This is an optimization exercise on Yosys and OpenROAD, whose aim is small area, not a production implementation. Function was checked by simulation only, so behaviour that the tests miss may differ from the original. Power is estimated from default activity; no workload was simulated.

## build 51
Design i2c_counter_slave, start of the top module:
module i2c_counter_slave #(
    parameter [6:0] I2C_ADDR = 7'b111_1111
) (
    input  logic clk,
    input  logic reset,    
    input  logic SCL,
    input  logic sda_i,
    output logic sda_o,
    output logic sda_oe,
    output [7:0]  fnd_data,
    output [3:0]  fnd_com,
    output [15:0] led
);
For scale: roughly 34 I/O pins, about 0.010 sq mm of cells after synthesis.
clock: 150.0 ns
lec_check: 0
abc_area: 1
cap_margin: 0
core_margin: 2
core_utilization: 75
cts_buf_list: sky130_fd_sc_hd__clkbuf_8
place_density: 0.85
slew_margin: 0
standard.sh (not shown) runs the stock make flow with config.mk's settings and CLKGATE_MAP_FILE= SYNTH_SCRIPT=/design/flow/synth_recipe.tcl, a recipe that flattens the netlist after the stock synthesis.
==> flow/flow/run.sh <==
#!/bin/bash
# The standard layout with three changes to how the layout is built:
#  * the port buffers are the smallest buffer cell (sky130_fd_sc_hd__buf_1)
#    instead of the delay buffer buffer_ports picks by default;
#  * before detailed placement the resizer's power recovery downsizes cells
#    that have timing slack to spare (flow/downsize.tcl);
#  * clock tree synthesis inserts no dummy loads (the clock buffers are the
#    same clkbuf_8 the flow settings ask for).
# Synthesis is the unchanged standard synthesis. Each step's full output
# goes to its own log file in this folder.
set -euo pipefail
here=$(pwd)
bash standard.sh synth > synth_make.log 2>&1
BUFFER_PORTS_ARGS="-buffer_cell sky130_fd_sc_hd__buf_1" \
PRE_DETAIL_PLACE_TCL="$here/flow/downsize.tcl" \
CTS_ARGS="-sink_clustering_enable -repair_clock_nets -buf_list sky130_fd_sc_hd__clkbuf_8 -dont_use_dummy_load" \
  bash standard.sh finish > layout_make.log 2>&1
==> flow/flow/downsize.tcl <==
# Runs before detailed placement: with the clock period far above every path
# delay, let the resizer's power recovery move cells to their smallest sizes
# that still meet timing (registers keep their cell type).
source $::env(PLATFORM_DIR)/setRC.tcl
set_dont_use $::env(DONT_USE_CELLS)
estimate_parasitics -placement
repair_timing -recover_power 100
Build 51 went all the way through synthesis, placement and routing and the layout is clean on timing, DRC and antenna.
What trial 19 does differently from build 51 at the input level:
--- a/flow/config.mk
+++ b/flow/config.mk
@@ -8,3 +8,3 @@
 export ABC_AREA = 1
-export CAP_MARGIN = 0
+export CAP_MARGIN = 20
 export CORE_MARGIN = 2
@@ -13,2 +13,2 @@
 export PLACE_DENSITY = 0.85
-export SLEW_MARGIN = 0
+export SLEW_MARGIN = 20
--- outcome ---
Routed wire length of trial 19 exceeds that of build 51 slightly. Compared build 51 against trial 19; final cell count without fillers within noise. Trial 19 against build 51: number of nets in the layout flat; fraction of power consumed by combinational cells has increased. Across both runs, sequential share of layout area was lower for trial 19 than for build 51. In trial 19 the non-clock buffer count in the final layout turned out about 2.5% higher than in build 51. Via total after detailed routing: trial 19 vs build 51 — no meaningful difference. The lower worst reg-to-reg setup slack came out of build 51. NOTE internal power component build 51->trial 19 increased slightly.

* * *

Another version of the RTL of i2c_counter_slave (not shown whole).
Size: roughly 1300 cells after synthesis, ~180 flip-flops.
## i2c_counter_slave
module i2c_counter_slave #(
    parameter [6:0] I2C_ADDR = 7'b111_1111
) (
    input  logic clk,
    input  logic reset,    
    input  logic SCL,
    input  logic sda_i,
    output logic sda_o,
    output logic sda_oe,
    output [7:0]  fnd_data,
    output [3:0]  fnd_com,
    output [15:0] led
);
    logic [2:0] scl_pipe_n, sda_pipe_n;
    logic       scl_sync_n, sda_sync_n, scl_prev_n, sda_prev_n;
    function automatic logic maj3(input logic [2:0] v);
        maj3 = (v[0] & v[1]) | (v[1] & v[2]) | (v[0] & v[2]);
    endfunction
    always_ff @(posedge clk or posedge reset) begin
        if (reset) begin
            scl_pipe_n <= 3'b000;
            sda_pipe_n <= 3'b000;
            scl_sync_n <= 1'b0;
            sda_sync_n <= 1'b0;
            scl_prev_n <= 1'b0;
            sda_prev_n <= 1'b0;
        end else begin
            scl_pipe_n <= {scl_pipe_n[1:0], ~SCL};
            sda_pipe_n <= {sda_pipe_n[1:0], ~sda_i};
            scl_sync_n <= maj3(scl_pipe_n);
            sda_sync_n <= maj3(sda_pipe_n);
            scl_prev_n <= scl_sync_n;
            sda_prev_n <= sda_sync_n;
        end
    end
    wire scl_rise = ~scl_sync_n & scl_prev_n;
    wire scl_fall = scl_sync_n & ~scl_prev_n;
    wire start    = ~scl_sync_n & ~sda_prev_n & sda_sync_n;
    wire stop     = ~scl_sync_n & sda_prev_n & ~sda_sync_n;
    wire start_nx = ~maj3(scl_pipe_n) & ~sda_sync_n & maj3(sda_pipe_n);
    localparam logic [3:0] S_IDLE = 4'd0, S_ADDR0 = 4'd1, S_ADDR = 4'd2,
                           S_ACKA = 4'd3, S_REG = 4'd4, S_ACKR = 4'd5,
                           S_RX = 4'd6, S_ACKX = 4'd7, S_TX = 4'd8,
                           S_MACK = 4'd9;
    logic [3:0]  state;
    logic [2:0]  bc;         
    logic [1:0]  bytec;      
    logic [7:0]  sh;         
    logic [1:0]  ra;         
    logic [31:0] reg0, reg1;
    logic [32:0] wk;         
    logic [5:0]  wcnt;
    logic        wdiv;
    logic [15:0] hi;         
    logic [15:0] lo;         
    logic [3:0]  pv;         
    logic [6:0]  pw;         
    wire run  = reg0[0];
    wire updn = reg0[1];
    wire clr  = reg0[2];
    wire load = reg0[3];
    wire tick1k = (pv == 4'd10);
    wire tick   = tick1k & (pw == 7'd99);
    wire nss     = ~start & ~stop;
  ...
export LEC_CHECK = 0
export ABC_AREA = 1
export CAP_MARGIN = 20
export CORE_MARGIN = 2
export CORE_UTILIZATION = 75
export CTS_BUF_LIST = sky130_fd_sc_hd__clkbuf_8
export PLACE_DENSITY = 0.85
export SLEW_MARGIN = 20
create_clock -name core_clock -period 150.0 [get_ports {clk}]
==> flow/flow/run.sh <==
#!/bin/bash
# The standard layout with two changes to how the layout is built:
#  * the port buffers are the smallest buffer cell (sky130_fd_sc_hd__buf_1)
#    instead of the delay buffer buffer_ports picks by default;
#  * clock tree synthesis inserts no dummy loads (the clock buffers are the
#    same clkbuf_8 the flow settings ask for).
# Synthesis is the unchanged standard synthesis. Each step's full output
# goes to its own log file in this folder.
set -euo pipefail
bash standard.sh synth > synth_make.log 2>&1
BUFFER_PORTS_ARGS="-buffer_cell sky130_fd_sc_hd__buf_1" \
CTS_ARGS="-sink_clustering_enable -repair_clock_nets -buf_list sky130_fd_sc_hd__clkbuf_8 -dont_use_dummy_load" \
  bash standard.sh finish > layout_make.log 2>&1
Change:
--- a/flow/flow/run.sh
+++ b/flow/flow/run.sh
@@ -2 +2 @@
-# The standard layout with two changes to how the layout is built:
+# The standard layout with three changes to how the layout is built:
@@ -4,0 +5,2 @@
+#  * before detailed placement the resizer's power recovery downsizes cells
+#    that have timing slack to spare (flow/downsize.tcl);
@@ -9,0 +12 @@
+here=$(pwd)
@@ -11,0 +15 @@
+PRE_DETAIL_PLACE_TCL="$here/flow/downsize.tcl" \
==> flow/flow/downsize.tcl (new file) <==
# Runs before detailed placement: with the clock period far above every path
# delay, let the resizer's power recovery move cells to their smallest sizes
# that still meet timing (registers keep their cell type).
source $::env(PLATFORM_DIR)/setRC.tcl
set_dont_use $::env(DONT_USE_CELLS)
estimate_parasitics -placement
repair_timing -recover_power 100
After rerunning: The changed run produced a clean layout. Global-route usage goes down by 0.25 points. Sequential power barely changes. Power hardly moves. Die area does not change. Utilization fell by 0.38 points. Clock power barely changes. Non-clock buffer count climbs by 4. Sequential share of layout area increases by 0.20 points. Combinational power goes down by about 1%.

## separate check: timing with driven ports
The flow's constraints put no driver on any port. The routed layouts listed below were extracted and timed again, unchanged, in two steps.
Step 1 (the two cells are an assumption about what drives the block):
set clk [get_ports {clk}]
set_driving_cell -lib_cell sky130_fd_sc_hd__clkbuf_16 $clk
set_driving_cell -lib_cell sky130_fd_sc_hd__buf_2 [delete_from_list [all_inputs] $clk]
Step 2 moves the port delays by t, midway between the first and last clock arrival at a register: inputs arrive t later, outputs are due t later. That takes back most of the time a late clock gives input paths.
a / b / c = ideal ports / drivers / drivers and shift; a / b = the first two.
run	t (ns)	setup WS [ns]	hold WS [ns]	worst register clock-pin slew, ns
build 51	0.492	116.822 / 116.785 / 117.277	0.389 / 0.389 / 0.389	0.09 / 0.09
trial 19	0.497	116.861 / 116.825 / 117.323	0.388 / 0.388 / 0.388	0.09 / 0.09
the first run of note 2	0.501	117.337 / 117.295 / 117.796	0.392 / 0.392 / 0.392	0.09 / 0.09
the second run of note 2	0.501	117.390 / 117.350 / 117.851	0.390 / 0.390 / 0.390	0.09 / 0.09
After both steps every run listed still meets setup and hold.
